Background: an optimization exercise with open tools, aiming at small area, a short achievable clock period and few clock cycles per item. Do not read the settings as production practice.
The RTL was checked by simulation tests, not by an equivalence proof against the original design.

== job 3807 ==
// si570_math
module si570_math
(
    input             clk, resetn,
    input      [47:0] old_si570_regs,
    output     [47:0] new_si570_regs,
    output     [31:0] fxtal,
    input             start,
    output            idle
);
Settings: LEC_CHECK=0, ABC_AREA=1, ABC_CLOCK_PERIOD_IN_PS=4000, CAP_MARGIN=20, CORE_MARGIN=2, CORE_UTILIZATION=55, CTS_CLUSTER_DIAMETER=100, CTS_CLUSTER_SIZE=40, SETUP_SLACK_MARGIN=2.5, SLEW_MARGIN=20; clock period 6.5 ns.
run.sh (not shown) runs the stock make flow with config.mk's settings and CLKGATE_MAP_FILE= SYNTH_SCRIPT=/design/flow/synth_recipe.tcl, a recipe that flattens the netlist after the stock synthesis.
Testbench counts of job 3807, summed over its fixed seeds: cycles 7,572, items 384.
Edits applied to the flow inputs when going from job 3807 to job 429:
- removing CTS_CLUSTER_DIAMETER (formerly 100)
- removing CTS_CLUSTER_SIZE (formerly 40)
==> comparison <==
Job 429 ends up with higher clock distribution area overhead in the final layout than job 3807 does. Job 429 vs job 3807, vias after detailed routing went up by about 1.5%. Share of the cycle needed by the critical path after routing was higher in the run labelled job 3807.
The inputs of job 3416 differ from those of job 429 as listed below.
- swapping 55 for 50 in CORE_UTILIZATION
- swapping 2.5 for 2.2 in SETUP_SLACK_MARGIN
==> comparison <==
Job 3416 went all the way through the flow, and no timing, DRC or antenna check failed. Per the final summary, job 429 finished and its layout is clean on timing, DRC and antenna. From job 429 to job 3416 the numbers moved as follows: area enclosed by the die boundary picked up an extra about 10%, worst hold slack picked up an extra 22 ps, portion of the clock cycle consumed by the worst path in the final layout picked up an extra 3.9 points, clock latency on the worst-skew pair neither gained nor lost much.
Setup changes, job 3416 to job 1114
- changing SETUP_SLACK_MARGIN from 2.2 to 2.5
Notes after the runs:
Taking job 3416 as the reference point, the weighted congestion at the end of routability-driven global placement of job 1114 rises by about 1.2%.
NOTE number of setup buffers added after CTS job 3416->job 1114 increased by more than half
Global routing usage on met1: job 1114 < job 3416
Per the comparison of job 1114 with job 3416, number of clock buffers in the layout decreased 8, number of buffers and inverters on the critical path decreased 2, flip-flop and latch count essentially unchanged, sequential portion of the cell area decreased 0.32 points.
Input changes introduced in job 5070 (baseline for comparison: job 1114):
- CORE_UTILIZATION changed from 50 to 55
- ABC_CLOCK_PERIOD_IN_PS changed from 4000 to 3500
- SETUP_SLACK_MARGIN changed from 2.5 to 3.0
==> summary.txt <==
Diff job 5070 and job 1114: fmax lower in job 1114. Area added between synthesis and finish up 1.9 points in job 5070 wrt job 1114. Job 5070 against job 1114; non-clock buffer instance count of the final layout is up by more than 10%. Diff job 5070 and job 1114: ratio of cells with drive above 1 in the final layout higher in job 5070. The worst stage delay on the critical path of job 1114 and that of job 5070 are within noise of each other. Of the two candidates, job 1114 has the better initial DRC count and job 5070 the worse one. The core of job 5070 is more densely filled than that of job 1114.
> inputs changed (job 5070 -> job 8523)
- swapping 3500 for 4000 in ABC_CLOCK_PERIOD_IN_PS
- swapping 3.0 for 2.5 in SETUP_SLACK_MARGIN
- putting CELL_PAD_IN_SITES_DETAIL_PLACEMENT at 0 where nothing was set
- putting CELL_PAD_IN_SITES_GLOBAL_PLACEMENT at 0 where nothing was set
[summary]
Compared with job 5070, in job 8523 met1 global-route usage fell by 0.37 points; post-CTS setup buffer count fell by about 60%; initial DRC count fell by 285; final cell count fell by 50.

Starting RTL as in the previous note.
clock: 6.5 ns
lec_check: 0
abc_area: 1
abc_clock_period_in_ps: 4000
cap_margin: 20
core_margin: 2
core_utilization: 55
setup_slack_margin: 2.7
slew_margin: 20
The first run ran to the end with no violations.
Testbench counts at the start, summed over its fixed seeds: cycles 7,572, items 384.
Next try:
- CTS_CLUSTER_DIAMETER: not set -> 80
- CTS_CLUSTER_SIZE: not set -> 30
- SETUP_SLACK_MARGIN: 2.7 -> 2.5
The new run completed without violations. Worst setup slack improved by 0.056 ns. Routed wire length falls by 1.8%. Fmax rose by 1.4%.

Setup of before:
Starting RTL as in the previous note.
export LEC_CHECK = 0
export CAP_MARGIN = 20
export CORE_MARGIN = 2
export CORE_UTILIZATION = 55
export SETUP_SLACK_MARGIN = 1.5
export SLEW_MARGIN = 20
create_clock -name core_clock -period 6.5 [get_ports {clk}]
before finished end to end and its layout was clean on timing, DRC and antenna.
Testbench counts of before, summed over its fixed seeds: cycles 7,572, items 384.
The following lists how after was set up differently from before:
- swapping 1.5 for 2.5 in SETUP_SLACK_MARGIN
Notes after the runs:
Delta (after minus before): total CTS buffers now sits higher, setup slack increased 0.18 ns, maximum fanout along the worst path now larger. On via count normalized by instance count, before tracks after almost exactly. In after, the post-layout net count came out 48 above the value in before.

Starting RTL as in the previous note.
clock: 6.5 ns
lec_check: 0
abc_area: 1
abc_clock_period_in_ps: 4000
cap_margin: 20
core_margin: 2
core_utilization: 65
place_density: 0.72
setup_slack_margin: 2.5
slew_margin: 20
The first run went through all stages and came out clean.
Testbench counts at the start, summed over its fixed seeds: cycles 7,572, items 384.
Change:
ABC_AREA = default   (was 1)
ABC_CLOCK_PERIOD_IN_PS = default   (was 4000)
CORE_UTILIZATION = 55   (was 65)
PLACE_DENSITY = default   (was 0.72)
SETUP_SLACK_MARGIN = 2.0   (was 2.5)
Cell count is lower by 18%.
Worst setup slack got worse by 660 ps.
Core utilization is lower by 12 points.

afterwards: timing with drivers on the ports:
In the flow no input, the clock included, has a driving cell. The finished layouts below were timed again as built, in two steps.
Step 1 assumes that a clkbuf_16 drives the clock port and a buf_2 every other input.
Step 2 times the ports against the registers' clock, not the clock port: input delays grow and output delays shrink by t, the midpoint of the rising clock arrivals with the driver on.
a / b / c = no drivers / after step 1 / after step 2; a / b = the first two.
| run | shift t [ns] | slack for setup (ns) | cell pins on the clock port's net |
|---|---|---|---|
| job 3807 | 0.603 | 2.513 / 2.513 / 2.064 | 1 |
| job 429 | 0.630 | 2.582 / 2.582 / 2.039 | 1 |
| job 3416 | 0.647 | 2.327 / 2.363 / 1.716 | 1 |
| job 1114 | 0.647 | 2.539 / 2.539 / 2.033 | 1 |
| job 5070 | 0.653 | 2.557 / 2.557 / 2.088 | 1 |
| job 8523 | 0.630 | 2.582 / 2.582 / 2.039 | 1 |
| the first run of note 2 | 0.641 | 2.523 / 2.523 / 2.089 | 1 |
| the second run of note 2 | 0.621 | 2.580 / 2.580 / 2.050 | 1 |
| before | 0.645 | 1.617 / 1.617 / 1.162 | 1 |
| after | 0.634 | 1.802 / 1.802 / 1.802 | 1 |
| the first run of note 4 | 0.623 | 2.487 / 2.487 / 2.014 | 1 |
| the second run of note 4 | 0.639 | 1.831 / 1.831 / 1.529 | 1 |
After both steps setup and hold are still met in every run listed. The setup slack of job 3416, which loses most, moves by +0.036 ns with the drivers and by -0.611 ns with both steps.
